From an optimization exercise on the open Yosys and OpenROAD flow, aimed at small area; shortcuts taken in it are not production practice. Only simulation tests tie the RTL to the original design; equivalence was not proved. Power figures rest on the tool's default switching activity, not on a simulated workload.

==> design.v <==
module alu (
    input  wire [7:0] a,
    input  wire [7:0] b,
    input  wire [2:0] op,
    output reg  [7:0] result,
    output wire       equal_out,
    output wire       carry_out
);
    wire       sub = (op == 3'd1);
    wire [7:0] bx  = b ^ {8{sub}};
    wire [8:0] c;
    wire [7:0] s;
    assign c[0] = sub;
    genvar i;
    generate
        for (i = 0; i < 8; i = i + 1) begin : FA
            assign s[i]   = a[i] ^ bx[i] ^ c[i];
            assign c[i+1] = (a[i] & bx[i]) | (c[i] & (a[i] ^ bx[i]));
        end
    endgenerate
    wire       big = |b[7:3];
    wire       rt  = op[0];
    wire [7:0] ar  = {a[0], a[1], a[2], a[3], a[4], a[5], a[6], a[7]};
    wire [7:0] sh  = (rt ? ar : a) << b[2:0];
    wire [7:0] shr = {sh[0], sh[1], sh[2], sh[3], sh[4], sh[5], sh[6], sh[7]};
    wire [7:0] shv = big ? 8'd0 : (rt ? shr : sh);
    assign equal_out = (op == 3'd5) & (a == b);
    assign carry_out = (op == 3'd0) & c[8];
    always @(*) begin
        case (op)
            3'd0, 3'd1: result = s;
            3'd2:       result = a & b;
            3'd3:       result = a | b;
            3'd4:       result = ~a;
            3'd6, 3'd7: result = shv;
            default:    result = 8'd0;
        endcase
    end
endmodule
module sram_64x8 (
    input  wire       clk,
    input  wire       arst_n,
    input  wire [5:0] tau,        
    input  wire       swept,      
    input  wire       wr_req,     
    input  wire [5:0] addr,       
    input  wire [7:0] wdata,      
    output wire [7:0] rdata
);
    reg        wr_late;
    reg  [7:0] ring_e [0:31];     
    reg  [7:0] ring_o [0:31];     
    wire [5:0] pos = addr + tau;           
    wire       now = wr_req & ~pos[0];     
    wire       wr  = now | wr_late;
    wire [4:0] port = pos[5:1];            
    wire [7:0] wd  = swept ? wdata : 8'd0;
    assign rdata = pos[0] ? ring_o[pos[5:1]] : ring_e[pos[5:1]];
    always @(posedge clk or negedge arst_n) begin
        if (!arst_n) begin
            wr_late <= 1'b0;
        end else begin
            wr_late <= wr_req & pos[0];
        end
    end
    integer q;
    always @(posedge clk) begin
        ring_e[0] <= ring_o[31];
        for (q = 1; q < 32; q = q + 1)
            ring_e[q] <= ring_o[q-1];
    end
    always @(posedge clk or negedge arst_n) begin
        if (!arst_n) begin
            for (q = 0; q < 32; q = q + 1)
                ring_o[q] <= 8'd0;
        end else begin
            for (q = 0; q < 32; q = q + 1)
                ring_o[q] <= ((wr & (port == q)) | ~swept) ? wd : ring_e[q];
        end
    end
endmodule
module uc_8bits (
    input  wire        clk,
    input  wire        clk_valid,
    input  wire        arst_n,
    input  wire [7:0]  in,
    input  wire [15:0] flash_data,
    output wire [7:0]  out0, out1,
    output wire [11:0] pc_out,
    output wire        bootstrapping,
    output wire        cu_state,
    output wire        equal_flag, carry_flag,
    output wire        out_select
);
    reg        state;
    reg [11:0] pc;
    reg [3:0]  op;           
    reg [3:0]  rd;           
    reg [7:0]  ab;           
    reg [7:0]  a_q;          
    reg [1:0]  fl_src;       
    reg [1:0]  fl;           
    reg [7:0]  out_gpio;
    reg        out_sel;
    reg [5:0]  tau;
    reg        swept;        
    wire [3:0] f_op = flash_data[15:12];
    wire [3:0] ra   = ab[7:4];
    wire [3:0] rb   = ab[3:0];
    wire       f_rd_d  = (f_op == 4'd2) | (f_op == 4'd7);
    wire       ex_st   = (op == 4'd2);
    wire [3:0] rp_addr = state ? (ex_st ? flash_data[11:8] : rb)
                               : (f_rd_d ? flash_data[11:8] : flash_data[7:4]);
    wire [7:0] rp;
    wire [7:0] alu_y;
    wire       alu_eq, alu_c;
    alu ALU (.a(a_q), .b(rp), .op(op[2:0]), .result(alu_y),
             .equal_out(alu_eq), .carry_out(alu_c));
    wire       ex_v = clk_valid & state;
    reg        st_prev;      
    reg  [7:0] st_next;      
    wire [7:0] sram_q;
    sram_64x8 SRAM (.clk(clk), .arst_n(arst_n), .tau(tau), .swept(swept),
                    .wr_req(ex_v & (ex_st | st_prev)),
                    .addr({ra[1:0], rb}), .wdata(ex_st ? a_q : st_next),
                    .rdata(sram_q));
    wire        taken = (op == 4'd3) | ((op == 4'd4) & fl[1]) | ((op == 4'd5) & fl[0]);
    wire [11:0] pc_d  = taken ? {rd, ab} : pc + 12'd1;
    wire [7:0]  in_val = (pc_d[11:9] == 3'd0) ? flash_data[7:0] : in;
    always @(posedge clk or negedge arst_n) begin
        if (!arst_n) begin
            state <= 1'b0;
            pc    <= 12'd0;
            op    <= 4'd0;
            st_prev <= 1'b0;
        end else if (clk_valid) begin
            state <= ~state;
            if (!state) begin
                pc <= pc_d;
                op <= f_op;
                st_prev <= (op == 4'd2);
            end
        end
    end
    always @(posedge clk) begin
        if (clk_valid & ~state) begin
            rd <= flash_data[11:8];
            ab <= flash_data[7:0];
        end
        if (!state)
            a_q <= (f_op == 4'd6) ? in_val : rp;
        if (state & ex_st)
            st_next <= rp;
    end
    always @(posedge clk or negedge arst_n) begin
        if (!arst_n) begin
            fl_src   <= 2'b00;
            fl       <= 2'b00;
            out_gpio <= 8'd0;
            out_sel  <= 1'b0;
        end else if (clk_valid) begin
            if (state) begin
                fl_src <= {alu_eq, alu_c};
                if (op == 4'd7) begin
                    out_gpio <= a_q;
                    out_sel  <= rb[0];
                end
            end else begin
                fl <= fl_src;
            end
        end
    end
    always @(posedge clk or negedge arst_n) begin
        if (!arst_n) begin
            tau   <= 6'd0;
            swept <= 1'b0;
        end else begin
            tau   <= tau + 6'd1;
            swept <= 1'b1;
        end
    end
    wire       rf_we = ex_v & (op[3] | (op == 4'd1) | (op == 4'd6));
    wire [7:0] rf_wd = op[3] ? alu_y : (op[1] ? a_q : sram_q);
    regfile_ring RF (.clk(clk), .arst_n(arst_n), .tau(tau[3:0]), .swept(swept),
                     .wr_req(rf_we), .waddr(rd), .wdata(rf_wd),
                     .raddr(rp_addr), .rdata(rp));
    assign pc_out        = pc;
    assign bootstrapping = (pc[11:9] == 3'd0);
    assign cu_state      = state;
    assign equal_flag    = fl[1];
    assign carry_flag    = fl[0];
    assign out_select    = out_sel;
    assign out0          = out_sel ? 8'd0 : out_gpio;
    assign out1          = out_sel ? out_gpio : 8'd0;
endmodule
module regfile_ring (
    input  wire       clk,
    input  wire       arst_n,
    input  wire [3:0] tau,
    input  wire       swept,
    input  wire       wr_req,
    input  wire [3:0] waddr,      
    input  wire [7:0] wdata,      
    input  wire [3:0] raddr,
    output wire [7:0] rdata
);
    reg        wr_late;
    reg  [7:0] wbuf;
    reg  [7:0] ring_e [0:7];
    reg  [7:0] ring_o [0:7];
    wire [3:0] wpos = waddr + tau;
    wire       now  = wr_req & ~wpos[0];
    wire       wr   = now | wr_late;
    wire [2:0] port = wpos[3:1];
    wire [7:0] wd   = swept ? (wr_late ? wbuf : wdata) : 8'd0;
    wire [3:0] rpos = raddr + tau;
    wire [7:0] ring_q = rpos[0] ? ring_o[rpos[3:1]] : ring_e[rpos[3:1]];
    assign rdata = (wr_late & (raddr == waddr)) ? wbuf : (swept ? ring_q : 8'd0);
    always @(posedge clk or negedge arst_n) begin
        if (!arst_n) wr_late <= 1'b0;
        else         wr_late <= wr_req & wpos[0];
    end
    integer q;
    always @(posedge clk) begin
        wbuf <= wdata;
        ring_e[0] <= ring_o[7];
        for (q = 1; q < 8; q = q + 1)
            ring_e[q] <= ring_o[q-1];
    end
    always @(posedge clk or negedge arst_n) begin
        if (!arst_n) begin
            for (q = 0; q < 8; q = q + 1)
                ring_o[q] <= 8'd0;
        end else begin
            for (q = 0; q < 8; q = q + 1)
                ring_o[q] <= ((wr & (port == q)) | ~swept) ? wd : ring_e[q];
        end
    end
endmodule
==> flow/run.sh <==
#!/bin/bash
# The standard layout (standard.sh), with two changes to what it builds:
# clock tree synthesis without dummy loads, and plain buf_1 port buffers.
set -euo pipefail
export CTS_ARGS="-sink_clustering_enable -repair_clock_nets -dont_use_dummy_load -buf_list sky130_fd_sc_hd__clkbuf_8 -sink_clustering_size 16 -sink_clustering_max_diameter 60"
export BUFFER_PORTS_ARGS="-buffer_cell sky130_fd_sc_hd__buf_1"
bash standard.sh > standard_flow.log 2>&1
==> standard.sh <==
#!/bin/bash
# synth_recipe.tcl (not shown) runs the flow's synth.tcl, then flattens the netlist and writes it again
# the make line also repeats each setting of config.mk as NAME=value (left out here)
make -C /OpenROAD-flow-scripts/flow DESIGN_CONFIG=/design/flow/config.mk WORK_HOME=/design/flow/orfs CLKGATE_MAP_FILE= SYNTH_SCRIPT=/design/flow/synth_recipe.tcl "${@:-finish}"
==> config.mk <==
export PLATFORM = sky130hd
export DESIGN_NAME = uc_8bits
export DESIGN_NICKNAME = uc_8bits
export VERILOG_FILES = /design/flow/design.v
export SDC_FILE = /design/flow/constraint.sdc
export NUM_CORES = 4
export LEC_CHECK = 0
export ABC_AREA = 1
export CAP_MARGIN = 10
export CORE_MARGIN = 2
export CORE_UTILIZATION = 55
export CTS_BUF_LIST = sky130_fd_sc_hd__clkbuf_4
export SLEW_MARGIN = 10
==> constraint.sdc <==
create_clock -name core_clock -period 10.0 [get_ports {clk}]
set_input_delay 2.0000 -clock core_clock [delete_from_list [all_inputs] [get_ports {clk}]]
set_output_delay 2.0000 -clock core_clock [all_outputs]
set_load 0.01 [all_outputs]
==> impl_metrics.xml, run 1 <==
<?xml version="1.0" encoding="UTF-8"?>
<metrics>
  <group name="timing">
    <metric name="setup_viol" unit="">0</metric>
    <metric name="timing_hold_violations_final" unit="">0</metric>
    <metric name="layout_worst_path_cycle_share" unit="">0.8235</metric>
    <metric name="timing.final.crit_period" unit="ps">8235</metric>
    <metric name="timing_worst_slew_pin_value" unit="ps">1228</metric>
    <metric name="finalMaxSlewViolations" unit="">0</metric>
    <metric name="fin_setup_tns" unit="ps">0</metric>
    <metric name="skew" unit="ps">88.07</metric>
    <metric name="rsz0062_at_grt" unit="">no</metric>
    <metric name="slew_headroom" unit="">0.1816</metric>
    <metric name="fmax" unit="MHz">121.4</metric>
  </group>
  <group name="critical_path">
    <metric name="master_of_the_slowest_instance_on_the_critical_path" unit="">sky130_fd_sc_hd__fa_1</metric>
    <metric name="startpoint" unit="">flash_data[14]</metric>
    <metric name="timing.setup.critical_path_class" unit="">primary input to flop</metric>
    <metric name="worst-endpoint-required" unit="ps">10660</metric>
    <metric name="critical_path.max_fanout" unit="">10</metric>
    <metric name="crit-reg2reg-launch" unit="">op[1]$_DFFE_PN0P_</metric>
    <metric name="startpoint_type" unit="">primary input</metric>
    <metric name="worstPathArrival" unit="ps">8900</metric>
    <metric name="capturing_element_type_of_the_critical_path" unit="">flop</metric>
    <metric name="timing.critical_path.slowest_cell_delay" unit="ps">440</metric>
    <metric name="cpMostUsedCell" unit="">sky130_fd_sc_hd__nand2_1</metric>
  </group>
  <group name="global_routing">
    <metric name="first_pass_grt_wire_length" unit="µm">151100</metric>
    <metric name="grt_remaining_overflow" unit="">0</metric>
    <metric name="grt_pass1_vias" unit="">23343</metric>
    <metric name="grt_start_max_net_pins" unit="">139</metric>
    <metric name="global_route.usage.total" unit="">0.3804</metric>
    <metric name="antenna_found_initial" unit="">1</metric>
  </group>
  <group name="worst_hold_path">
    <metric name="worst_hold_path_type" unit="">flop to flop</metric>
    <metric name="hp-start" unit="">RF.ring_o[0][1]$_DFF_PN0_</metric>
  </group>
  <group name="status">
    <metric name="outcome" unit="">no timing/DRC/antenna violations</metric>
  </group>
  <group name="final_layout">
    <metric name="drive_above_1_share" unit="">0.06596</metric>
    <metric name="final-seq-area" unit="mm²">0.01642</metric>
    <metric name="multi_input_area" unit="mm²">0.01120</metric>
    <metric name="most-common-layout-cells" unit="">1044 x sky130_fd_sc_hd__nand2_1, 360 x sky130_fd_sc_hd__dfrtp_1, 328 x sky130_fd_sc_hd__dfxtp_1, 328 x sky130_fd_sc_hd__o21ai_0, 260 x sky130_fd_sc_hd__nand3_1</metric>
    <metric name="fill_cells" unit="">4771</metric>
    <metric name="final_common_cell" unit="">sky130_fd_sc_hd__nand2_1</metric>
    <metric name="final_core_util" unit="">0.5874</metric>
    <metric name="final_nets" unit="">3450</metric>
    <metric name="syn2layout_area_growth" unit="%">5.927</metric>
  </group>
  <group name="route">
    <metric name="antenna_left" unit="">0</metric>
    <metric name="wl_per_cell" unit="µm">25.31</metric>
    <metric name="vias_per_cell" unit="">5.975</metric>
    <metric name="drc" unit="">0</metric>
    <metric name="first_pass_iters" unit="">6</metric>
    <metric name="via_count" unit="">24320</metric>
    <metric name="detail_route.iter0.violations" unit="">2474</metric>
    <metric name="postRouteWirelength" unit="µm">103000</metric>
  </group>
  <group name="floorplan">
    <metric name="initial_core_utilization" unit="">0.5546</metric>
    <metric name="floorplan.core_area" unit="mm²">0.05234</metric>
    <metric name="floorplan.die_area" unit="mm²">0.05463</metric>
    <metric name="floorplan.io_pins" unit="">60</metric>
    <metric name="fp.dieH" unit="µm">233.7</metric>
    <metric name="die_x" unit="µm">233.7</metric>
    <metric name="placementRows" unit="">84</metric>
  </group>
  <group name="yosys">
    <metric name="syn_area" unit="mm²">0.02903</metric>
    <metric name="synth_ff_type" unit="">sky130_fd_sc_hd__dfrtp_1</metric>
    <metric name="synth_seq_area_share" unit="">0.5655</metric>
    <metric name="mappedNetlistNets" unit="">3416</metric>
    <metric name="synthesis_warnings" unit="">8</metric>
    <metric name="count_of_flip_flops_with_a_built_in_enable_after_synthesis" unit="">28</metric>
    <metric name="synth_cell_types" unit="">59</metric>
    <metric name="netlist_instances" unit="">3349</metric>
    <metric name="synth-async-reset-ratio" unit="">0.5028</metric>
    <metric name="synth.avg_cell_area" unit="µm²">8.667</metric>
    <metric name="yosys_register_bits" unit="">716</metric>
  </group>
  <group name="clocking">
    <metric name="post_cts.resized_instances" unit="">0</metric>
    <metric name="worst_setup_hold_path_clk_slew" unit="ps">80</metric>
    <metric name="clockRootBuffer" unit="">sky130_fd_sc_hd__clkbuf_8</metric>
    <metric name="h_tree_levels" unit="">2</metric>
    <metric name="postCtsHoldBufs" unit="">0</metric>
    <metric name="postCtsSetupRepairBufs" unit="">0</metric>
    <metric name="worst_skew_late_latency" unit="ps">740</metric>
    <metric name="cts_inserted_buffers" unit="">56</metric>
    <metric name="max-clock-path-buffers" unit="">3</metric>
    <metric name="cts.sink_count" unit="">716</metric>
    <metric name="cts_tree" unit="">built</metric>
  </group>
  <group name="pwr">
    <metric name="internal_power" unit="mW">4.331</metric>
    <metric name="share_seq_of_total_power" unit="">0.561</metric>
    <metric name="power.share.switching" unit="">0.3557</metric>
    <metric name="p_leak" unit="nW">14.19</metric>
    <metric name="share_clk_of_total_power" unit="">0.213</metric>
    <metric name="switchingPower" unit="mW">2.391</metric>
    <metric name="power.combinational.fraction" unit="">0.226</metric>
    <metric name="cellPowerDensity" unit="mW/mm²">218.6</metric>
    <metric name="max-vdd-ir-drop" unit="mV">0.1358</metric>
  </group>
  <group name="placed_design">
    <metric name="dp_hpwl" unit="µm">72430</metric>
    <metric name="weighted_congestion_at_the_end_of_routability_driven_global_placement" unit="">1.026</metric>
    <metric name="numPortBuffers" unit="">59</metric>
  </group>
  <group name="flow_run">
    <metric name="maxCapViolCount" unit="">0</metric>
  </group>
</metrics>
cells by family (layout without fill, tap and decap cells):
family,count (synthesis),after routing,synth area share
AO/OA/AOI/OAI,580,580,0.1160
XOR/XNOR,26,26,0.008104
adder cells (fa/ha/maj),40,40,0.01983
buffers and inverters,367,399,0.05121
flip-flops,716,716,0.5655
multiplexers,3,3,0.001121
other,1,2,0.0001292
AND/OR/NAND/NOR,1616,1616,0.2381
flip-flops by register name, summed over array words and instances, names as in the netlist:
signal and count:
SRAM.ring_e 256, SRAM.ring_o 256, RF.ring_e 64, RF.ring_o 64
pc 12, RF.wbuf 8, a_q 8, ab 8
out_gpio 8, st_next 8, tau 6, op 4
rd 4, fl 2, fl_src 2, RF.wr_late 1
SRAM.wr_late 1, out_sel 1, st_prev 1, state 1
swept 1
through the flow:
| stage | setup slack [ps] | cell area [µm²] | hold slack [ps] | cells | total power, mW |
|---|---|---|---|---|---|
| after floorplan | 2065 | 29030 | 347.0 | 3349 | 4.671 |
| after global placement | 1228 | 29960 | 348.4 | 4012 | 5.290 |
| after detailed placement | 1087 | 29960 | 352.9 | 4012 | 5.317 |
| after CTS | 1833 | 30730 | 319.6 | 4068 | 6.704 |
| after global routing | 1418 | 30750 | 316.6 | 4070 | 7.031 |
| final | 1765 | 30750 | 304.5 | 4070 | 6.723 |
power groups by stage:
stage / combinational (mW) / sequential [mW] / clock (mW)
after floorplan: 1.01 / 3.66 / 0
after global placement: 1.47 / 3.82 / 0
after detailed placement: 1.50 / 3.82 / 0
after CTS: 1.50 / 3.77 / 1.44
after global routing: 1.66 / 3.83 / 1.54
final: 1.52 / 3.77 / 1.43
path summary, 6_finish.rpt:
kind | end | slack, ps | depth (start not counted)
worst max-delay path | RF.ring_o[0][7]$_DFF_PN0_ | 1770 | 39
worst min-delay path | RF.ring_e[1][1]$_DFF_P_ | 300 | 0
worst max register to register | RF.ring_o[0][7]$_DFF_PN0_ | 2200 | 38
worst min register to register | RF.ring_e[1][1]$_DFF_P_ | 300 | 0
max in group asynchronous | SRAM.ring_o[4][1]$_DFF_PN0_ | 6500 | 3
min in group asynchronous | SRAM.ring_o[13][3]$_DFF_PN0_ | 1290 | 1
cell usage after synthesis, drive strengths merged, types with 4 or more instances:
cell type | number | share of area
a211oi | 10 | 0.0026
a21oi | 109 | 0.019
a221oi | 30 | 0.0091
a22o | 40 | 0.012
a31oi | 5 | 0.0011
a32o | 9 | 0.0031
and3 | 8 | 0.0017
buf | 49 | 0.010
clkbuf | 86 | 0.011
clkinv | 16 | 0.0021
dfrtp | 360 | 0.31
dfxtp | 328 | 0.23
edfxtp | 28 | 0.029
fa | 10 | 0.0069
ha | 30 | 0.013
inv | 216 | 0.028
nand2 | 1078 | 0.14
nand3 | 278 | 0.052
nand4 | 31 | 0.0067
nor2 | 194 | 0.028
nor3 | 18 | 0.0031
o2111ai | 4 | 0.0012
o211ai | 5 | 0.0015
o21ai | 346 | 0.061
o22ai | 13 | 0.0028
xnor2 | 10 | 0.0030
xor2 | 16 | 0.0051
worst max-delay path: cells and delay by family:
family                   cells  cell delay (ps)
AO/OA/AOI/OAI                2              210
XOR/XNOR                     2              550
adder cells (fa/ha/maj)      9             3270
buffers and inverters        7              680
AND/OR/NAND/NOR             19             2170
area by class of cell:
type,count,area share
diodes,1,0.00008139
clock buffers,56,0.02507
inverters,232,0.02840
multi-input cells,2266,0.3641
flip-flops and latches,716,0.5339
well taps,688,0.02800
repair buffers,111,0.02043
routing by layer:
metal,track usage,vias to the layer above,wire [µm]
li1,-,11004,-
met2,0.5942,1219,46870
met1,0.4959,11822,40390
met5,0,-,0
met3,0.05824,275,8199
met4,0.2466,0,7559
==> run 2: changes to the inputs <==
--- a/flow/run.sh
+++ b/flow/run.sh
@@ -2,3 +2,4 @@
 # The standard layout (standard.sh), with two changes to what it builds:
-# clock tree synthesis without dummy loads, and plain buf_1 port buffers.
+# clock tree synthesis without dummy loads and with larger sink clusters
+# (clkbuf_8), and plain buf_1 port buffers.
 set -euo pipefail
==> run 2 against run 1 <==
Effect of this change:
- non-clock buffer count did not move
- sequential share of layout area stayed put
- hold slack unchanged
- wire length unchanged
- final cell count is the same
==> impl_metrics.xml, run 2 <==
<?xml version="1.0" encoding="UTF-8"?>
<metrics>
  <group name="placed_design">
    <metric name="placed_cells_incl_taps" unit="">4012</metric>
    <metric name="dpl_cell_area" unit="mm²">0.02996</metric>
    <metric name="dp_hpwl" unit="µm">72430</metric>
    <metric name="numPortBuffers" unit="">59</metric>
    <metric name="weighted_congestion_at_the_end_of_routability_driven_global_placement" unit="">1.026</metric>
  </group>
  <group name="global_routing">
    <metric name="global_route.usage.total" unit="">0.3804</metric>
    <metric name="grt_start_max_net_pins" unit="">139</metric>
    <metric name="grt_remaining_overflow" unit="">0</metric>
    <metric name="global_route.peak_usage_layer" unit="">met2</metric>
    <metric name="grtUsageMet2" unit="">0.5942</metric>
    <metric name="first_pass_grt_wire_length" unit="µm">151100</metric>
    <metric name="antenna_found_initial" unit="">1</metric>
    <metric name="grtUsageMet3" unit="">0.05824</metric>
    <metric name="grt_pass1_vias" unit="">23343</metric>
    <metric name="grt_util_met1" unit="">0.4959</metric>
  </group>
  <group name="pwr">
    <metric name="p_leak" unit="nW">14.19</metric>
    <metric name="cellPowerDensity" unit="mW/mm²">218.6</metric>
    <metric name="design_power" unit="mW">6.723</metric>
    <metric name="max-vdd-ir-drop" unit="mV">0.1358</metric>
  </group>
  <group name="timing">
    <metric name="rsz0062_at_grt" unit="">no</metric>
    <metric name="fin_setup_tns" unit="ps">0</metric>
    <metric name="timing_hold_violations_final" unit="">0</metric>
    <metric name="timing.final.crit_period" unit="ps">8235</metric>
    <metric name="timing_worst_slew_pin_value" unit="ps">1228</metric>
    <metric name="slew_headroom" unit="">0.1816</metric>
    <metric name="setup_viol" unit="">0</metric>
    <metric name="fmax" unit="MHz">121.4</metric>
    <metric name="finalMaxSlewViolations" unit="">0</metric>
    <metric name="layout_worst_path_cycle_share" unit="">0.8235</metric>
    <metric name="skew" unit="ps">88.07</metric>
  </group>
  <group name="yosys">
    <metric name="yosys_register_bits" unit="">716</metric>
    <metric name="synth.avg_cell_area" unit="µm²">8.667</metric>
    <metric name="synth_top_cell_by_area" unit="">sky130_fd_sc_hd__dfrtp_1</metric>
    <metric name="synth_seq_area_share" unit="">0.5655</metric>
    <metric name="synthMostInstantiatedCell" unit="">sky130_fd_sc_hd__nand2_1</metric>
    <metric name="netlist_instances" unit="">3349</metric>
    <metric name="mappedNetlistNets" unit="">3416</metric>
    <metric name="netlist.area_leader.share" unit="">0.3104</metric>
    <metric name="synth_cell_types" unit="">59</metric>
    <metric name="synthesis_warnings" unit="">8</metric>
    <metric name="ys_top_cells_by_area" unit="">sky130_fd_sc_hd__dfrtp_1 31%, sky130_fd_sc_hd__dfxtp_1 23%, sky130_fd_sc_hd__nand2_1 14%</metric>
    <metric name="count_of_flip_flops_with_a_built_in_enable_after_synthesis" unit="">28</metric>
    <metric name="syn_area" unit="mm²">0.02903</metric>
    <metric name="synth-async-reset-ratio" unit="">0.5028</metric>
    <metric name="synth_ff_type" unit="">sky130_fd_sc_hd__dfrtp_1</metric>
    <metric name="synth_common_cells" unit="">1044 x sky130_fd_sc_hd__nand2_1, 360 x sky130_fd_sc_hd__dfrtp_1, 329 x sky130_fd_sc_hd__o21ai_0</metric>
  </group>
  <group name="clocking">
    <metric name="cts.sink_count" unit="">716</metric>
    <metric name="postCtsSetupRepairBufs" unit="">0</metric>
    <metric name="clockRootBuffer" unit="">sky130_fd_sc_hd__clkbuf_8</metric>
    <metric name="worst_skew_late_latency" unit="ps">740</metric>
    <metric name="cts_tree" unit="">built</metric>
    <metric name="max-clock-path-buffers" unit="">3</metric>
    <metric name="h_tree_levels" unit="">2</metric>
    <metric name="cts_inserted_buffers" unit="">56</metric>
    <metric name="post_cts.resized_instances" unit="">0</metric>
    <metric name="postCtsHoldBufs" unit="">0</metric>
    <metric name="worst_setup_hold_path_clk_slew" unit="ps">80</metric>
  </group>
  <group name="route">
    <metric name="postRouteWirelength" unit="µm">103000</metric>
    <metric name="via_count" unit="">24320</metric>
    <metric name="first_pass_iters" unit="">6</metric>
    <metric name="vias_per_cell" unit="">5.975</metric>
    <metric name="detail_route.iter0.violations" unit="">2474</metric>
    <metric name="drc" unit="">0</metric>
    <metric name="antenna_left" unit="">0</metric>
    <metric name="wl_per_cell" unit="µm">25.31</metric>
  </group>
  <group name="status">
    <metric name="outcome" unit="">no timing/DRC/antenna violations</metric>
  </group>
  <group name="final_layout">
    <metric name="reg.largest.list" unit="">SRAM.ring_e: 256 flops, SRAM.ring_o: 256 flops</metric>
    <metric name="post_layout_nonfiller_instances" unit="">4070</metric>
    <metric name="most-common-layout-cells" unit="">1044 x sky130_fd_sc_hd__nand2_1, 360 x sky130_fd_sc_hd__dfrtp_1, 328 x sky130_fd_sc_hd__dfxtp_1, 328 x sky130_fd_sc_hd__o21ai_0, 260 x sky130_fd_sc_hd__nand3_1</metric>
    <metric name="final_nets" unit="">3450</metric>
    <metric name="final_core_util" unit="">0.5874</metric>
    <metric name="syn2layout_area_growth" unit="%">5.927</metric>
    <metric name="final_common_cell" unit="">sky130_fd_sc_hd__nand2_1</metric>
    <metric name="finish.instance_area" unit="mm²">0.03075</metric>
    <metric name="drive_above_1_share" unit="">0.06596</metric>
  </group>
  <group name="critical_path">
    <metric name="cpMostUsedCell" unit="">sky130_fd_sc_hd__nand2_1</metric>
    <metric name="startpoint_type" unit="">primary input</metric>
    <metric name="master_of_the_slowest_instance_on_the_critical_path" unit="">sky130_fd_sc_hd__fa_1</metric>
    <metric name="timing.critical_path.slowest_cell_delay" unit="ps">440</metric>
    <metric name="timing.critical_path.max_delay_family" unit="">adder cells</metric>
    <metric name="worstPathArrival" unit="ps">8900</metric>
    <metric name="timing.setup.critical_path_class" unit="">primary input to flop</metric>
    <metric name="critical_path.max_fanout" unit="">10</metric>
    <metric name="worst-endpoint-required" unit="ps">10660</metric>
    <metric name="capturing_element_type_of_the_critical_path" unit="">flop</metric>
    <metric name="critPathBufInv" unit="">7</metric>
  </group>
  <group name="floorplan">
    <metric name="placementRows" unit="">84</metric>
    <metric name="fp.dieH" unit="µm">233.7</metric>
    <metric name="floorplan.io_pins" unit="">60</metric>
    <metric name="initial_core_utilization" unit="">0.5546</metric>
    <metric name="floorplan.die_area" unit="mm²">0.05463</metric>
    <metric name="die_x" unit="µm">233.7</metric>
    <metric name="floorplan.core_area" unit="mm²">0.05234</metric>
  </group>
  <group name="flow_run">
    <metric name="maxCapViolCount" unit="">0</metric>
  </group>
  <group name="worst_hold_path">
    <metric name="worst_hold_path_type" unit="">flop to flop</metric>
  </group>
</metrics>
## run 2: cell counts after synthesis
No cell type changed its count.
## run 2: cell type report
class                           instances  area [µm²]
Antenna cell                            1       2.502
Fill cell                            4771       21590
Multi-Input combinational cell       2266       11200
Sequential cell                       716       16420
Clock buffer                           56       770.7
Tap cell                              688       860.8
Inverter                              232       873.3
Timing Repair Buffer                  111       628.1
## run 2: through the flow
step,hold WS [ps],worst slack (ps)
final,304.5,1765
after global routing,316.6,1418
after CTS,319.6,1833
after detailed placement,352.9,1087
after global placement,348.4,1228
after floorplan,347.0,2065
## run 2: per-layer routing
layer	wire [µm]	part of all wire	vias up
met2	46870	0.45	1219
met1	40390	0.39	11822
li1	-	-	11004
met5	0	0	-
met3	8199	0.080	275
met4	7559	0.073	0
## run 2: logic make-up after synthesis
kind of cell,Yosys count,synth area share
AOI/OAI and AO/OA,580,0.1160
xor gates and xnor gates,26,0.008104
adders and majority gates,40,0.01983
buffers and inverters,367,0.05121
DFF,716,0.5655
muxes,3,0.001121
other,1,0.0001292
and+or+nand+nor,1616,0.2381
## run 2: worst paths after layout
check,from,endpoint,slack (ps),depth (start not counted)
setup / recovery,flash_data[14],RF.ring_o[0][7]$_DFF_PN0_,1770,39
hold / removal,RF.ring_o[0][1]$_DFF_PN0_,RF.ring_e[1][1]$_DFF_P_,300,0
setup reg to reg,op[1]$_DFFE_PN0P_,RF.ring_o[0][7]$_DFF_PN0_,2200,38
hold reg to reg,RF.ring_o[0][1]$_DFF_PN0_,RF.ring_e[1][1]$_DFF_P_,300,0
max in group asynchronous,arst_n,SRAM.ring_o[4][1]$_DFF_PN0_,6500,3
min in group asynchronous,arst_n,SRAM.ring_o[13][3]$_DFF_PN0_,1290,1
## run 2: power by group
part / leakage, nW / switching (mW) / internal [mW]
Sequential: 7.67 / 0.381 / 3.39
Combinational: 6.11 / 1.08 / 0.440
Clock: 0.403 / 0.930 / 0.499
Total: 14.2 / 2.39 / 4.33
==> run 3: changes to the inputs <==
--- a/config.mk
+++ b/config.mk
@@ -8,6 +8,5 @@
 export ABC_AREA = 1
-export CAP_MARGIN = 10
+export CAP_MARGIN = 0
 export CORE_MARGIN = 2
-export CORE_UTILIZATION = 55
-export CTS_BUF_LIST = sky130_fd_sc_hd__clkbuf_4
-export SLEW_MARGIN = 10
+export CORE_UTILIZATION = 70
+export SLEW_MARGIN = 0
==> run 3 against run 2 <==
Effect of this change:
- still clean
- count of clock-buffer cells in the layout decreased by 3
- hold slack improved by 18 ps
- wire length decreased by 5.8%
- die area decreased by 21%
- critical path type unchanged
- critical endpoint is now RF.ring_o[5][7]$_DFF_PN0_
- largest power group unchanged
- highest routed layer is now met5
==> impl_metrics.xml, run 3 <==
<?xml version="1.0" encoding="UTF-8"?>
<metrics>
  <group name="critical_path">
    <metric name="capturing_element_type_of_the_critical_path" unit="">flop</metric>
    <metric name="critical_path.max_fanout" unit="">14</metric>
    <metric name="worst-r2r-cell-count" unit="">35</metric>
    <metric name="cpMostUsedCell" unit="">sky130_fd_sc_hd__fa_1</metric>
    <metric name="timing.setup.critical_path_class" unit="">primary input to flop</metric>
    <metric name="crit-reg2reg-launch" unit="">op[1]$_DFFE_PN0P_</metric>
    <metric name="timing.critical_path.slowest_cell_delay" unit="ps">690</metric>
    <metric name="worst-endpoint-required" unit="ps">10620</metric>
    <metric name="rr_endpoint" unit="">RF.ring_o[5][7]$_DFF_PN0_</metric>
    <metric name="reg2reg_slack" unit="ps">1890</metric>
    <metric name="worstPathArrival" unit="ps">9130</metric>
    <metric name="startpoint_type" unit="">primary input</metric>
    <metric name="master_of_the_slowest_instance_on_the_critical_path" unit="">sky130_fd_sc_hd__nor2_1</metric>
  </group>
  <group name="yosys">
    <metric name="synthMostInstantiatedCell" unit="">sky130_fd_sc_hd__nand2_1</metric>
    <metric name="synth_top_cell_by_area" unit="">sky130_fd_sc_hd__dfrtp_1</metric>
    <metric name="synthesis_warnings" unit="">8</metric>
    <metric name="ys_top_cells_by_area" unit="">sky130_fd_sc_hd__dfrtp_1 31%, sky130_fd_sc_hd__dfxtp_1 23%, sky130_fd_sc_hd__nand2_1 14%</metric>
    <metric name="netlist.area_leader.share" unit="">0.3104</metric>
    <metric name="synth.avg_cell_area" unit="µm²">8.667</metric>
    <metric name="synth_ff_type" unit="">sky130_fd_sc_hd__dfrtp_1</metric>
    <metric name="synth_cell_types" unit="">59</metric>
    <metric name="synth-async-reset-ratio" unit="">0.5028</metric>
    <metric name="netlist_instances" unit="">3349</metric>
    <metric name="synth_seq_area_share" unit="">0.5655</metric>
    <metric name="syn_area" unit="mm²">0.02903</metric>
    <metric name="synth_common_cells" unit="">1044 x sky130_fd_sc_hd__nand2_1, 360 x sky130_fd_sc_hd__dfrtp_1, 329 x sky130_fd_sc_hd__o21ai_0</metric>
    <metric name="mappedNetlistNets" unit="">3416</metric>
    <metric name="count_of_flip_flops_with_a_built_in_enable_after_synthesis" unit="">28</metric>
    <metric name="yosys_register_bits" unit="">716</metric>
  </group>
  <group name="pwr">
    <metric name="cellPowerDensity" unit="mW/mm²">219.2</metric>
    <metric name="design_power" unit="mW">6.675</metric>
    <metric name="max-vdd-ir-drop" unit="mV">0.1673</metric>
    <metric name="p_leak" unit="nW">14.10</metric>
  </group>
  <group name="worst_hold_path">
    <metric name="min_delay_path_depth" unit="">0</metric>
    <metric name="min_delay_worst_endpoint" unit="">SRAM.ring_e[8][3]$_DFF_P_</metric>
    <metric name="worst_hold_path_type" unit="">flop to flop</metric>
    <metric name="hp-start" unit="">SRAM.ring_o[7][3]$_DFF_PN0_</metric>
  </group>
  <group name="global_routing">
    <metric name="first_pass_grt_wire_length" unit="µm">144800</metric>
    <metric name="grt_start_max_net_pins" unit="">172</metric>
    <metric name="global_route.usage.total" unit="">0.4477</metric>
    <metric name="grtUsageMet3" unit="">0.1752</metric>
    <metric name="grt_remaining_overflow" unit="">0</metric>
    <metric name="grt_pass1_vias" unit="">23867</metric>
    <metric name="grtUsageMet2" unit="">0.6147</metric>
    <metric name="antenna_found_initial" unit="">9</metric>
    <metric name="global_route.peak_usage_layer" unit="">met1</metric>
    <metric name="grt_util_met1" unit="">0.6409</metric>
  </group>
  <group name="timing">
    <metric name="timing.final.crit_period" unit="ps">8518</metric>
    <metric name="timing_hold_violations_final" unit="">0</metric>
    <metric name="rsz0062_at_grt" unit="">no</metric>
    <metric name="timing_worst_slew_pin_value" unit="ps">1309</metric>
    <metric name="setup_viol" unit="">0</metric>
    <metric name="fin_setup_tns" unit="ps">0</metric>
    <metric name="slew_headroom" unit="">0.1274</metric>
    <metric name="postLayoutSetupSlackWorst" unit="ps">1482</metric>
    <metric name="fmax" unit="MHz">117.4</metric>
    <metric name="finalMaxSlewViolations" unit="">0</metric>
    <metric name="skew" unit="ps">88.21</metric>
    <metric name="hold_slack" unit="ps">322.4</metric>
    <metric name="layout_worst_path_cycle_share" unit="">0.8518</metric>
  </group>
  <group name="clocking">
    <metric name="worst_setup_hold_path_clk_slew" unit="ps">100</metric>
    <metric name="max-clock-path-buffers" unit="">3</metric>
    <metric name="h_tree_levels" unit="">2</metric>
    <metric name="clockRootBuffer" unit="">sky130_fd_sc_hd__clkbuf_8</metric>
    <metric name="cts_tree" unit="">built</metric>
    <metric name="cts_inserted_buffers" unit="">53</metric>
    <metric name="post_cts.resized_instances" unit="">0</metric>
    <metric name="postCtsHoldBufs" unit="">0</metric>
    <metric name="postCtsSetupRepairBufs" unit="">0</metric>
    <metric name="worst_skew_late_latency" unit="ps">740</metric>
    <metric name="cts.sink_count" unit="">716</metric>
  </group>
  <group name="placed_design">
    <metric name="place_worst_setup_slack" unit="ps">916.6</metric>
    <metric name="weighted_congestion_at_the_end_of_routability_driven_global_placement" unit="">1.027</metric>
    <metric name="dp_hpwl" unit="µm">66310</metric>
    <metric name="numPortBuffers" unit="">59</metric>
  </group>
  <group name="route">
    <metric name="postRouteWirelength" unit="µm">97020</metric>
    <metric name="first_pass_iters" unit="">7</metric>
    <metric name="drc" unit="">0</metric>
    <metric name="wl_per_cell" unit="µm">24.90</metric>
    <metric name="antenna_left" unit="">0</metric>
    <metric name="vias_per_cell" unit="">6.464</metric>
    <metric name="detail_route.iter0.violations" unit="">4085</metric>
    <metric name="via_count" unit="">25192</metric>
  </group>
  <group name="final_layout">
    <metric name="drive_above_1_share" unit="">0.06243</metric>
    <metric name="syn2layout_area_growth" unit="%">4.879</metric>
    <metric name="final_nets" unit="">3433</metric>
    <metric name="reg.largest.list" unit="">SRAM.ring_e: 256 flops, SRAM.ring_o: 256 flops</metric>
    <metric name="most-common-layout-cells" unit="">1044 x sky130_fd_sc_hd__nand2_1, 360 x sky130_fd_sc_hd__dfrtp_1, 328 x sky130_fd_sc_hd__dfxtp_1, 328 x sky130_fd_sc_hd__o21ai_0, 260 x sky130_fd_sc_hd__nand3_1</metric>
    <metric name="final_common_cell" unit="">sky130_fd_sc_hd__nand2_1</metric>
    <metric name="final_core_util" unit="">0.7439</metric>
  </group>
  <group name="floorplan">
    <metric name="die_x" unit="µm">207.6</metric>
    <metric name="floorplan.core_area" unit="mm²">0.04092</metric>
    <metric name="initial_core_utilization" unit="">0.7093</metric>
    <metric name="placementRows" unit="">74</metric>
    <metric name="floorplan.io_pins" unit="">60</metric>
    <metric name="fp.dieH" unit="µm">207.6</metric>
    <metric name="floorplan.die_area" unit="mm²">0.04311</metric>
  </group>
  <group name="status">
    <metric name="outcome" unit="">no timing/DRC/antenna violations</metric>
  </group>
  <group name="flow_run">
    <metric name="maxCapViolCount" unit="">0</metric>
  </group>
</metrics>
run 3: cell count changes in the layout (fill, tap and decap cells not counted), sizes merged:
cell | before | now
buf | 110 | 96
inv | 216 | 215
clkinv | 16 | 17
clkbuf | 57 | 54
run 3: layout make-up:
type                       instances  area [µm²]
antenna                            1       2.502
sequential                       716       16420
tap                              532       665.6
multi-input combinational       2266       11220
inverter                         232       873.3
fill                            3014       10480
timing repair buffer              97       535.5
clock buffer                      53       729.5
run 3: worst max-delay path by stage:
stage	slack, ps	endpoint	depth (start not counted)	start
after floorplan	2070	RF.ring_o[0][7]$_DFF_PN0_	41	flash_data[12]
after global placement	1050	RF.ring_o[3][7]$_DFF_PN0_	36	flash_data[13]
after detailed placement	920	RF.ring_o[5][7]$_DFF_PN0_	36	flash_data[13]
after CTS	1620	RF.ring_o[5][7]$_DFF_PN0_	36	flash_data[13]
after global routing	1080	RF.ring_o[2][7]$_DFF_PN0_	36	flash_data[13]
final	1480	RF.ring_o[5][7]$_DFF_PN0_	36	flash_data[13]
run 3: routing by layer:
| metal | vias to the layer above | part of all wire | routed length (µm) |
|---|---|---|---|
| met5 | - | 0.00061 | 59 |
| met3 | 318 | 0.16 | 15850 |
| li1 | 10954 | - | - |
| met4 | 10 | 0.046 | 4490 |
| met2 | 1978 | 0.40 | 39190 |
| met1 | 11932 | 0.39 | 37430 |
run 3: worst max-delay path: cells and delay by family:
kind | cells | cell delay (ps)
buffers and inverters | 6 | 440
XOR/XNOR | 1 | 210
AO/OA/AOI/OAI | 3 | 290
AND/OR/NAND/NOR | 17 | 2840
adder cells (fa/ha/maj) | 9 | 3320
run 3: power breakdown:
group	switching (mW)	internal, mW
Clock	0.909	0.473
Combinational	1.09	0.436
Sequential	0.375	3.39
Total	2.37	4.30
run 3: cells by family after synthesis:
kind of cell	Yosys count	synth area share
fa+ha+maj	40	0.01983
other cells	1	0.0001292
flops	716	0.5655
mux	3	0.001121
compound gates	580	0.1160
simple gates	1616	0.2381
buf+inv	367	0.05121
xor+xnor	26	0.008104
run 3: through the flow:
step / cells / area, µm²
2_1_floorplan: 3349 / 29030
3_3_place_gp: 3843 / 29710
3_5_place_dp: 3843 / 29710
4_1_cts: 3896 / 30440
5_1_grt: 3896 / 30440
6_report: 3897 / 30440
==> run 4: changes to the inputs <==
==> flow/run.sh (replaced) <==
#!/bin/bash
# The standard layout (standard.sh), with two changes to what it builds:
# clock tree synthesis without dummy loads, and plain buf_1 port buffers.
set -euo pipefail
export CTS_ARGS="-sink_clustering_enable -repair_clock_nets -dont_use_dummy_load -buf_list sky130_fd_sc_hd__clkbuf_4 -sink_clustering_size 9 -sink_clustering_max_diameter 50"
export BUFFER_PORTS_ARGS="-buffer_cell sky130_fd_sc_hd__buf_1"
bash standard.sh > standard_flow.log 2>&1
--- a/config.mk
+++ b/config.mk
@@ -8,5 +8,6 @@
 export ABC_AREA = 1
-export CAP_MARGIN = 0
+export CAP_MARGIN = 10
 export CORE_MARGIN = 2
-export CORE_UTILIZATION = 70
-export SLEW_MARGIN = 0
+export CORE_UTILIZATION = 55
+export CTS_BUF_LIST = sky130_fd_sc_hd__clkbuf_4
+export SLEW_MARGIN = 10
==> run 4 against run 3 <==
Effect of this change:
- still clean
- synthesized cell count unchanged
- largest cell class unchanged
- utilization decreased by 16 points
- maximum frequency increased by 5.8%
- critical path depth increased by 4
- first-iteration DRC count decreased by 38%
- clock skew increased by 5.9 ps
- count of clock-buffer cells in the layout increased by 42
- critical endpoint is now RF.ring_o[0][7]$_DFF_PN0_
==> impl_metrics.xml, run 4 <==
<?xml version="1.0" encoding="UTF-8"?>
<metrics>
  <group name="status">
    <metric name="outcome" unit="">no timing/DRC/antenna violations</metric>
  </group>
  <group name="critical_path">
    <metric name="timing.critical_path.max_delay_family" unit="">adder cells</metric>
    <metric name="worstPathArrival" unit="ps">8880</metric>
    <metric name="timing.critical_path.slowest_cell_delay" unit="ps">440</metric>
    <metric name="worst-endpoint-required" unit="ps">10830</metric>
    <metric name="timing.setup.critical_path_class" unit="">primary input to flop</metric>
    <metric name="worst-r2r-cell-count" unit="">39</metric>
    <metric name="cpMostUsedCell" unit="">sky130_fd_sc_hd__fa_1</metric>
    <metric name="critical_path.max_fanout" unit="">14</metric>
    <metric name="startpoint_type" unit="">primary input</metric>
    <metric name="capturing_element_type_of_the_critical_path" unit="">flop</metric>
    <metric name="critPathBufInv" unit="">8</metric>
    <metric name="worst-path-stages" unit="">40</metric>
    <metric name="master_of_the_slowest_instance_on_the_critical_path" unit="">sky130_fd_sc_hd__fa_1</metric>
  </group>
  <group name="global_routing">
    <metric name="grt_pass1_vias" unit="">23644</metric>
    <metric name="global_route.usage.total" unit="">0.3842</metric>
    <metric name="grt_remaining_overflow" unit="">0</metric>
    <metric name="first_pass_grt_wire_length" unit="µm">152400</metric>
    <metric name="antenna_found_initial" unit="">2</metric>
    <metric name="grt_start_max_net_pins" unit="">139</metric>
  </group>
  <group name="yosys">
    <metric name="count_of_flip_flops_with_a_built_in_enable_after_synthesis" unit="">28</metric>
    <metric name="syn_area" unit="mm²">0.02903</metric>
    <metric name="synth.avg_cell_area" unit="µm²">8.667</metric>
    <metric name="netlist.area_leader.share" unit="">0.3104</metric>
    <metric name="yosys_register_bits" unit="">716</metric>
    <metric name="synthMostInstantiatedCell" unit="">sky130_fd_sc_hd__nand2_1</metric>
    <metric name="synthesis_warnings" unit="">8</metric>
    <metric name="synth-async-reset-ratio" unit="">0.5028</metric>
    <metric name="synth_cell_types" unit="">59</metric>
    <metric name="synth_seq_area_share" unit="">0.5655</metric>
    <metric name="ys_top_cells_by_area" unit="">sky130_fd_sc_hd__dfrtp_1 31%, sky130_fd_sc_hd__dfxtp_1 23%, sky130_fd_sc_hd__nand2_1 14%</metric>
    <metric name="synth_common_cells" unit="">1044 x sky130_fd_sc_hd__nand2_1, 360 x sky130_fd_sc_hd__dfrtp_1, 329 x sky130_fd_sc_hd__o21ai_0</metric>
    <metric name="mappedNetlistNets" unit="">3416</metric>
    <metric name="synth_ff_type" unit="">sky130_fd_sc_hd__dfrtp_1</metric>
    <metric name="synth_top_cell_by_area" unit="">sky130_fd_sc_hd__dfrtp_1</metric>
    <metric name="netlist_instances" unit="">3349</metric>
  </group>
  <group name="clocking">
    <metric name="worst_setup_hold_path_clk_slew" unit="ps">100</metric>
    <metric name="cts.sink_count" unit="">716</metric>
    <metric name="cts_inserted_buffers" unit="">95</metric>
    <metric name="clockRootBuffer" unit="">sky130_fd_sc_hd__clkbuf_4</metric>
    <metric name="post_cts.resized_instances" unit="">0</metric>
    <metric name="postCtsHoldBufs" unit="">0</metric>
    <metric name="h_tree_levels" unit="">3</metric>
    <metric name="postCtsSetupRepairBufs" unit="">0</metric>
    <metric name="max-clock-path-buffers" unit="">3</metric>
    <metric name="worst_skew_late_latency" unit="ps">900</metric>
    <metric name="cts_tree" unit="">built</metric>
  </group>
  <group name="timing">
    <metric name="timing.final.crit_period" unit="ps">8053</metric>
    <metric name="setup_viol" unit="">0</metric>
    <metric name="rsz0062_at_grt" unit="">no</metric>
    <metric name="timing_worst_slew_pin_value" unit="ps">1254</metric>
    <metric name="fin_setup_tns" unit="ps">0</metric>
    <metric name="fmax" unit="MHz">124.2</metric>
    <metric name="layout_worst_path_cycle_share" unit="">0.8053</metric>
    <metric name="finalMaxSlewViolations" unit="">0</metric>
    <metric name="timing_hold_violations_final" unit="">0</metric>
    <metric name="postLayoutSetupSlackWorst" unit="ps">1947</metric>
    <metric name="skew" unit="ps">94.06</metric>
    <metric name="slew_headroom" unit="">0.1642</metric>
  </group>
  <group name="route">
    <metric name="wl_per_cell" unit="µm">25.30</metric>
    <metric name="via_count" unit="">24580</metric>
    <metric name="first_pass_iters" unit="">6</metric>
    <metric name="detail_route.iter0.violations" unit="">2529</metric>
    <metric name="postRouteWirelength" unit="µm">104000</metric>
    <metric name="antenna_left" unit="">0</metric>
    <metric name="vias_per_cell" unit="">5.979</metric>
    <metric name="drc" unit="">0</metric>
  </group>
  <group name="placed_design">
    <metric name="weighted_congestion_at_the_end_of_routability_driven_global_placement" unit="">1.026</metric>
    <metric name="dp_hpwl" unit="µm">72430</metric>
    <metric name="dpl_cell_area" unit="mm²">0.02996</metric>
    <metric name="place_worst_setup_slack" unit="ps">1087</metric>
    <metric name="numPortBuffers" unit="">59</metric>
  </group>
  <group name="floorplan">
    <metric name="floorplan.io_pins" unit="">60</metric>
    <metric name="placementRows" unit="">84</metric>
    <metric name="die_x" unit="µm">233.7</metric>
    <metric name="fp.dieH" unit="µm">233.7</metric>
    <metric name="floorplan.core_area" unit="mm²">0.05234</metric>
    <metric name="floorplan.die_area" unit="mm²">0.05463</metric>
    <metric name="initial_core_utilization" unit="">0.5546</metric>
  </group>
  <group name="pwr">
    <metric name="cellPowerDensity" unit="mW/mm²">217.9</metric>
    <metric name="p_leak" unit="nW">14.22</metric>
    <metric name="max-vdd-ir-drop" unit="mV">0.1493</metric>
    <metric name="design_power" unit="mW">6.689</metric>
  </group>
  <group name="final_layout">
    <metric name="finish.instance_area" unit="mm²">0.03069</metric>
    <metric name="drive_above_1_share" unit="">0.07661</metric>
    <metric name="final_core_util" unit="">0.5864</metric>
    <metric name="final_nets" unit="">3489</metric>
    <metric name="most-common-layout-cells" unit="">1044 x sky130_fd_sc_hd__nand2_1, 360 x sky130_fd_sc_hd__dfrtp_1, 328 x sky130_fd_sc_hd__dfxtp_1, 328 x sky130_fd_sc_hd__o21ai_0, 260 x sky130_fd_sc_hd__nand3_1</metric>
    <metric name="reg.largest.list" unit="">SRAM.ring_e: 256 flops, SRAM.ring_o: 256 flops</metric>
    <metric name="final_common_cell" unit="">sky130_fd_sc_hd__nand2_1</metric>
    <metric name="syn2layout_area_growth" unit="%">5.746</metric>
  </group>
  <group name="flow_run">
    <metric name="maxCapViolCount" unit="">0</metric>
  </group>
  <group name="worst_hold_path">
    <metric name="min_delay_path_depth" unit="">0</metric>
    <metric name="worst_hold_path_type" unit="">flop to flop</metric>
  </group>
</metrics>
[run 4: cell counts after synthesis]
No cell type changed its count.
[run 4: kinds of logic (layout without fill, tap and decap cells)]
| group | count (synthesis) | count (layout) | share of synthesized area |
|---|---|---|---|
| AND/OR/NAND/NOR | 1616 | 1616 | 0.2381 |
| flip-flops | 716 | 716 | 0.5655 |
| AO/OA/AOI/OAI | 580 | 580 | 0.1160 |
| buffers and inverters | 367 | 438 | 0.05121 |
| adder cells (fa/ha/maj) | 40 | 40 | 0.01983 |
| XOR/XNOR | 26 | 26 | 0.008104 |
| multiplexers | 3 | 3 | 0.001121 |
| other | 1 | 4 | 0.0001292 |
[run 4: through the flow]
step / hold slack (ps) / cells
floorplan: 347.0 / 3349
global placement: 348.4 / 4012
detailed placement: 352.9 / 4012
CTS: 311.0 / 4107
global route: 325.8 / 4109
finish: 298.1 / 4111
[run 4: path summary, 6_finish.rpt]
check | startpoint | slack, ps | end
max | flash_data[13] | 1950 | RF.ring_o[0][7]$_DFF_PN0_
min | RF.ring_o[0][1]$_DFF_PN0_ | 300 | RF.ring_e[1][1]$_DFF_P_
max reg2reg | op[1]$_DFFE_PN0P_ | 2220 | RF.ring_o[0][7]$_DFF_PN0_
min reg2reg | RF.ring_o[0][1]$_DFF_PN0_ | 300 | RF.ring_e[1][1]$_DFF_P_
max in group asynchronous | arst_n | 6760 | RF.ring_o[5][3]$_DFF_PN0_
min in group asynchronous | arst_n | 1120 | SRAM.ring_o[8][4]$_DFF_PN0_
[run 4: layout make-up]
cell class                 instances  area [µm²]
inverter                         232       873.3
clock buffer                      95       713.2
multi-input combinational       2266       11200
antenna                            3       7.507
timing repair buffer             111       628.1
fill                            4805       21650
tap                              688       860.8
sequential                       716       16420
[run 4: where the power goes]
part | leakage [nW] | internal, mW | switching, mW
clock | 0.437 | 0.435 | 0.957
combinational | 6.11 | 0.440 | 1.08
sequential | 7.67 | 3.39 | 0.384
total | 14.2 | 4.27 | 2.42
[run 4: metal layers]
metal | GRT usage | part of all wire | up-vias
li1 | - | - | 11120
met1 | 0.4979 | 0.39 | 11879
met2 | 0.6029 | 0.46 | 1294
met3 | 0.06651 | 0.080 | 287
met4 | 0.2379 | 0.070 | 0
met5 | 0 | 0 | -
[run 4: worst register-to-register path: cells and delay by family (launching register included)]
kind | cells | cell delay [ps]
AOI/OAI and AO/OA | 4 | 480
adders and majority gates | 9 | 3300
xor gates and xnor gates | 1 | 210
DFF | 1 | 760
and+or+nand+nor | 18 | 2330
buffers and inverters | 7 | 690
==> run 5: changes to the inputs <==
--- a/design.v
+++ b/design.v
@@ -57,3 +57,4 @@
     wire [7:0] wd  = swept ? wdata : 8'd0;
-    assign rdata = pos[0] ? ring_o[pos[5:1]] : ring_e[pos[5:1]];
+    wire [7:0] ring_q = pos[0] ? ring_o[pos[5:1]] : ring_e[pos[5:1]];
+    assign rdata = ring_q ^ {8{pos[1] ^ pos[0]}};
     always @(posedge clk or negedge arst_n) begin
@@ -74,6 +75,6 @@
             for (q = 0; q < 32; q = q + 1)
-                ring_o[q] <= 8'd0;
+                ring_o[q] <= (q % 2 == 0) ? 8'hff : 8'h00;
         end else begin
             for (q = 0; q < 32; q = q + 1)
-                ring_o[q] <= ((wr & (port == q)) | ~swept) ? wd : ring_e[q];
+                ring_o[q] <= ~(((wr & (port == q)) | ~swept) ? (wd ^ {8{q[0]}}) : ring_e[q]);
         end
@@ -216,3 +217,4 @@
     wire [3:0] rpos = raddr + tau;
-    wire [7:0] ring_q = rpos[0] ? ring_o[rpos[3:1]] : ring_e[rpos[3:1]];
+    wire [7:0] ring_q = (rpos[0] ? ring_o[rpos[3:1]] : ring_e[rpos[3:1]])
+                        ^ {8{rpos[1] ^ rpos[0]}};
     assign rdata = (wr_late & (raddr == waddr)) ? wbuf : (swept ? ring_q : 8'd0);
@@ -232,8 +234,8 @@
             for (q = 0; q < 8; q = q + 1)
-                ring_o[q] <= 8'd0;
+                ring_o[q] <= (q % 2 == 0) ? 8'hff : 8'h00;
         end else begin
             for (q = 0; q < 8; q = q + 1)
-                ring_o[q] <= ((wr & (port == q)) | ~swept) ? wd : ring_e[q];
-        end
-    end
-endmodule
+                ring_o[q] <= ~(((wr & (port == q)) | ~swept) ? (wd ^ {8{q[0]}}) : ring_e[q]);
+        end
+    end
+endmodule
==> flow/run.sh (replaced) <==
#!/bin/bash
# The standard layout (standard.sh) with these changes to how it is made:
# - clock tree synthesis without dummy loads and with larger sink clusters
# - plain buf_1 port buffers
set -euo pipefail
here=$(pwd)
sed "s|^source \$::env(SCRIPTS_DIR)/synth.tcl|proc abc {args} { set i [lsearch \$args -script]; lset args [expr {\$i+1}] $here/flow/abc_area.script; yosys abc {*}\$args }\nsource \$::env(SCRIPTS_DIR)/synth.tcl|" synth_recipe.tcl > flow_synth.tcl
sed "s|SYNTH_SCRIPT=[^ ]*|SYNTH_SCRIPT=$here/flow_synth.tcl|" standard.sh > flow_standard.sh
export CTS_ARGS="-sink_clustering_enable -repair_clock_nets -dont_use_dummy_load -buf_list sky130_fd_sc_hd__clkbuf_8 -sink_clustering_size 16 -sink_clustering_max_diameter 60"
export BUFFER_PORTS_ARGS="-buffer_cell sky130_fd_sc_hd__buf_1"
bash flow_standard.sh > standard_flow.log 2>&1
==> flow/abc_area.script (new file) <==
strash
dch -f
amap
strash
dch -f
amap
topo
stime -c
upsize -c
dnsize -c
--- a/config.mk
+++ b/config.mk
@@ -8,6 +8,5 @@
 export ABC_AREA = 1
-export CAP_MARGIN = 10
+export CAP_MARGIN = 0
 export CORE_MARGIN = 2
-export CORE_UTILIZATION = 55
-export CTS_BUF_LIST = sky130_fd_sc_hd__clkbuf_4
-export SLEW_MARGIN = 10
+export CORE_UTILIZATION = 70
+export SLEW_MARGIN = 0
==> run 5 against run 4 <==
Effect of this change:
- the layout now fails its checks (slew limit)
- count of clock-buffer cells in the layout is 43 lower
- setup slack worse by 1400 ps
- critical path depth is 6 lower
- critical path type unchanged
- highest routed layer is now met5
==> impl_metrics.xml, run 5 <==
<?xml version="1.0" encoding="UTF-8"?>
<metrics>
  <group name="status">
    <metric name="outcome" unit="">finished with violations</metric>
    <metric name="so.violations" unit="">slew limit</metric>
  </group>
  <group name="yosys">
    <metric name="synth_common_cells" unit="">328 x sky130_fd_sc_hd__dfxtp_1, 313 x sky130_fd_sc_hd__nor2_1, 231 x sky130_fd_sc_hd__o22ai_1</metric>
    <metric name="syn_area" unit="mm²">0.02606</metric>
    <metric name="synth_cell_types" unit="">66</metric>
    <metric name="netlist.area_leader.share" unit="">0.2519</metric>
    <metric name="synth-async-reset-ratio" unit="">0.5028</metric>
    <metric name="netlist_instances" unit="">2276</metric>
    <metric name="mappedNetlistNets" unit="">2343</metric>
    <metric name="count_of_flip_flops_with_a_built_in_enable_after_synthesis" unit="">28</metric>
    <metric name="synth.avg_cell_area" unit="µm²">11.45</metric>
    <metric name="synth_ff_type" unit="">sky130_fd_sc_hd__dfxtp_1</metric>
    <metric name="yosys_register_bits" unit="">716</metric>
    <metric name="synth_seq_area_share" unit="">0.6375</metric>
    <metric name="synth_top_cell_by_area" unit="">sky130_fd_sc_hd__dfxtp_1</metric>
    <metric name="synthesis_warnings" unit="">8</metric>
    <metric name="ys_top_cells_by_area" unit="">sky130_fd_sc_hd__dfxtp_1 25%, sky130_fd_sc_hd__dfrtp_1 19%, sky130_fd_sc_hd__dfstp_2 16%</metric>
    <metric name="synthMostInstantiatedCell" unit="">sky130_fd_sc_hd__dfxtp_1</metric>
  </group>
  <group name="global_routing">
    <metric name="grtUsageMet3" unit="">0.1648</metric>
    <metric name="grt_remaining_overflow" unit="">0</metric>
    <metric name="first_pass_grt_wire_length" unit="µm">136500</metric>
    <metric name="antenna_found_initial" unit="">5</metric>
    <metric name="grt_start_max_net_pins" unit="">169</metric>
    <metric name="grt_pass1_vias" unit="">21924</metric>
    <metric name="global_route.peak_usage_layer" unit="">met2</metric>
    <metric name="grtUsageMet2" unit="">0.7228</metric>
    <metric name="global_route.usage.total" unit="">0.4778</metric>
    <metric name="grt_util_met1" unit="">0.5827</metric>
  </group>
  <group name="critical_path">
    <metric name="rr_endpoint" unit="">RF.ring_o[3][7]$_DFF_PN0_</metric>
    <metric name="worst-r2r-cell-count" unit="">35</metric>
    <metric name="reg2reg_slack" unit="ps">730</metric>
    <metric name="master_of_the_slowest_instance_on_the_critical_path" unit="">sky130_fd_sc_hd__a21oi_1</metric>
    <metric name="cpMostUsedCell" unit="">sky130_fd_sc_hd__fa_1</metric>
    <metric name="critical_path.max_fanout" unit="">10</metric>
    <metric name="capturing_element_type_of_the_critical_path" unit="">flop</metric>
    <metric name="worstPathArrival" unit="ps">10010</metric>
    <metric name="worst-endpoint-required" unit="ps">10560</metric>
    <metric name="startpoint_type" unit="">primary input</metric>
    <metric name="timing.setup.critical_path_class" unit="">primary input to flop</metric>
    <metric name="crit-reg2reg-launch" unit="">op[1]$_DFFE_PN0P_</metric>
    <metric name="timing.critical_path.slowest_cell_delay" unit="ps">680</metric>
  </group>
  <group name="final_layout">
    <metric name="drive_above_1_share" unit="">0.1412</metric>
    <metric name="reg.largest.list" unit="">SRAM.ring_e: 256 flops, SRAM.ring_o: 256 flops</metric>
    <metric name="finish.instance_area" unit="mm²">0.02839</metric>
    <metric name="post_layout_nonfiller_instances" unit="">2951</metric>
    <metric name="syn2layout_area_growth" unit="%">8.910</metric>
    <metric name="final_common_cell" unit="">sky130_fd_sc_hd__dfxtp_1</metric>
    <metric name="final_nets" unit="">2548</metric>
    <metric name="final_core_util" unit="">0.7754</metric>
    <metric name="final-seq-area" unit="mm²">0.01662</metric>
    <metric name="fill_cells" unit="">2309</metric>
    <metric name="multi_input_area" unit="mm²">0.009052</metric>
    <metric name="most-common-layout-cells" unit="">328 x sky130_fd_sc_hd__dfxtp_1, 310 x sky130_fd_sc_hd__nor2_1, 231 x sky130_fd_sc_hd__o22ai_1</metric>
  </group>
  <group name="placed_design">
    <metric name="weighted_congestion_at_the_end_of_routability_driven_global_placement" unit="">1.022</metric>
    <metric name="numPortBuffers" unit="">59</metric>
    <metric name="dpl_cell_area" unit="mm²">0.02766</metric>
    <metric name="place_worst_setup_slack" unit="ps">-130.1</metric>
    <metric name="dp_hpwl" unit="µm">60860</metric>
    <metric name="placed_cells_incl_taps" unit="">2895</metric>
  </group>
  <group name="floorplan">
    <metric name="floorplan.die_area" unit="mm²">0.03879</metric>
    <metric name="initial_core_utilization" unit="">0.7119</metric>
    <metric name="fp.dieH" unit="µm">197.0</metric>
    <metric name="die_x" unit="µm">197.0</metric>
    <metric name="placementRows" unit="">70</metric>
    <metric name="floorplan.io_pins" unit="">60</metric>
    <metric name="floorplan.core_area" unit="mm²">0.03661</metric>
  </group>
  <group name="flow_run">
    <metric name="maxCapViolCount" unit="">0</metric>
  </group>
  <group name="pwr">
    <metric name="p_leak" unit="nW">11.05</metric>
    <metric name="internal_power" unit="mW">4.461</metric>
    <metric name="power.combinational.fraction" unit="">0.242</metric>
    <metric name="cellPowerDensity" unit="mW/mm²">240.0</metric>
    <metric name="max-vdd-ir-drop" unit="mV">0.1922</metric>
    <metric name="share_clk_of_total_power" unit="">0.199</metric>
    <metric name="power.share.switching" unit="">0.3452</metric>
    <metric name="share_seq_of_total_power" unit="">0.559</metric>
    <metric name="design_power" unit="mW">6.813</metric>
    <metric name="switchingPower" unit="mW">2.352</metric>
  </group>
  <group name="worst_hold_path">
    <metric name="min_delay_path_depth" unit="">0</metric>
    <metric name="min_delay_worst_endpoint" unit="">SRAM.ring_e[24][1]$_DFF_P_</metric>
    <metric name="worst_hold_path_type" unit="">flop to flop</metric>
    <metric name="hp-start" unit="">SRAM.ring_o[23][1]$_DFF_PN0_</metric>
  </group>
  <group name="clocking">
    <metric name="cts.sink_count" unit="">716</metric>
    <metric name="post_cts.resized_instances" unit="">0</metric>
    <metric name="worst_setup_hold_path_clk_slew" unit="ps">100</metric>
    <metric name="worst_skew_late_latency" unit="ps">730</metric>
    <metric name="h_tree_levels" unit="">2</metric>
    <metric name="cts_inserted_buffers" unit="">52</metric>
    <metric name="clockRootBuffer" unit="">sky130_fd_sc_hd__clkbuf_8</metric>
    <metric name="postCtsHoldBufs" unit="">0</metric>
    <metric name="max-clock-path-buffers" unit="">3</metric>
    <metric name="cts_tree" unit="">built</metric>
    <metric name="postCtsSetupRepairBufs" unit="">0</metric>
  </group>
  <group name="timing">
    <metric name="timing.final.crit_period" unit="ps">9443</metric>
    <metric name="layout_worst_path_cycle_share" unit="">0.9443</metric>
    <metric name="finalMaxSlewViolations" unit="">1</metric>
    <metric name="timing_hold_violations_final" unit="">0</metric>
    <metric name="fin_setup_tns" unit="ps">0</metric>
    <metric name="slew_headroom" unit="">-0.1413</metric>
    <metric name="fmax" unit="MHz">105.9</metric>
    <metric name="skew" unit="ps">109.9</metric>
    <metric name="rsz0062_at_grt" unit="">no</metric>
    <metric name="setup_viol" unit="">0</metric>
    <metric name="hold_slack" unit="ps">334.1</metric>
    <metric name="postLayoutSetupSlackWorst" unit="ps">557.0</metric>
    <metric name="timing_worst_slew_pin_value" unit="ps">1712</metric>
  </group>
  <group name="route">
    <metric name="via_count" unit="">22296</metric>
    <metric name="detail_route.iter0.violations" unit="">4101</metric>
    <metric name="vias_per_cell" unit="">7.555</metric>
    <metric name="drc" unit="">0</metric>
    <metric name="postRouteWirelength" unit="µm">91570</metric>
    <metric name="wl_per_cell" unit="µm">31.03</metric>
    <metric name="antenna_left" unit="">0</metric>
    <metric name="first_pass_iters" unit="">13</metric>
  </group>
</metrics>
-- run 5: kinds of logic (layout without fill, tap and decap cells) --
logic type	count (synthesis)	count (layout)	synth area share
AO/OA/AOI/OAI	877	877	0.2344
flip-flops	716	716	0.6375
AND/OR/NAND/NOR	516	516	0.08727
buffers and inverters	125	328	0.01829
adder cells (fa/ha/maj)	40	40	0.02208
other	1	5	0.0001439
XOR/XNOR	1	1	0.0003361
-- run 5: routing by layer --
layer | vias to the layer above | share of wire
li1 | 9192 | -
met1 | 10627 | 0.33
met2 | 1959 | 0.44
met3 | 516 | 0.14
met4 | 2 | 0.083
met5 | - | 0.00013
-- run 5: worst max-delay path by stage --
stage / startpoint / end
floorplan: flash_data[12] / RF.ring_o[2][7]$_DFF_PN1_
global placement: flash_data[12] / RF.ring_o[0][7]$_DFF_PN1_
detailed placement: flash_data[12] / RF.ring_o[0][7]$_DFF_PN1_
CTS: flash_data[12] / RF.ring_o[0][7]$_DFF_PN1_
global route: flash_data[12] / RF.ring_o[0][7]$_DFF_PN1_
finish: flash_data[12] / RF.ring_o[3][7]$_DFF_PN0_
-- run 5: power by group through the flow --
stage	registers (mW)	logic [mW]	clock network (mW)
after floorplan	3.70	1.02	0
after global placement	3.83	1.55	0
after detailed placement	3.83	1.59	0
after CTS	3.78	1.59	1.33
after global routing	3.84	1.77	1.44
final	3.81	1.65	1.36
-- run 5: layout make-up --
class	instances	area share
diodes	4	0.0003526
multi-input cells	1435	0.3189
clock buffers	52	0.02521
inverters	125	0.01679
repair buffers	151	0.03271
well taps	468	0.02063
flip-flops and latches	716	0.5854
-- run 5: critical path: cells and delay by family --
family,cells,cell delay (ps)
AOI/OAI and AO/OA,15,3500
and+or+nand+nor,1,180
buffers and inverters,9,1030
adders and majority gates,9,3310

[separate check: timing with driven ports]
How much do the figures lean on ideal ports? The routed layouts below were timed once more, with nothing changed but the port constraints. Step 1 assumes that a clkbuf_16 drives the clock port and a buf_2 every other input. Step 2, shift: input delay + t, output delay - t, t = (earliest + latest rising clock arrival at the registers) / 2. This alone moves slack from input paths to output paths. Slacks: no drivers / after step 1 / after step 2; pairs: no drivers / after step 1.
| run | shift t [ns] | slack for setup (ns) | latest minus earliest clock arrival (ns) |
|---|---|---|---|
| run 1 | 0.753 | 1.765 / 1.802 / 1.049 | 0.088 / 0.088 |
| run 2 | 0.753 | 1.765 / 1.802 / 1.049 | 0.088 / 0.088 |
| run 3 | 0.754 | 1.482 / 1.514 / 0.760 | 0.090 / 0.090 |
| run 4 | 0.903 | 1.947 / 1.972 / 1.069 | 0.096 / 0.095 |
| run 5 | 0.731 | 0.557 / 0.588 / -0.143 | 0.110 / 0.111 |
The setup slack of run 4, which loses most, moves by +0.025 ns with the drivers and by -0.878 ns with both steps.
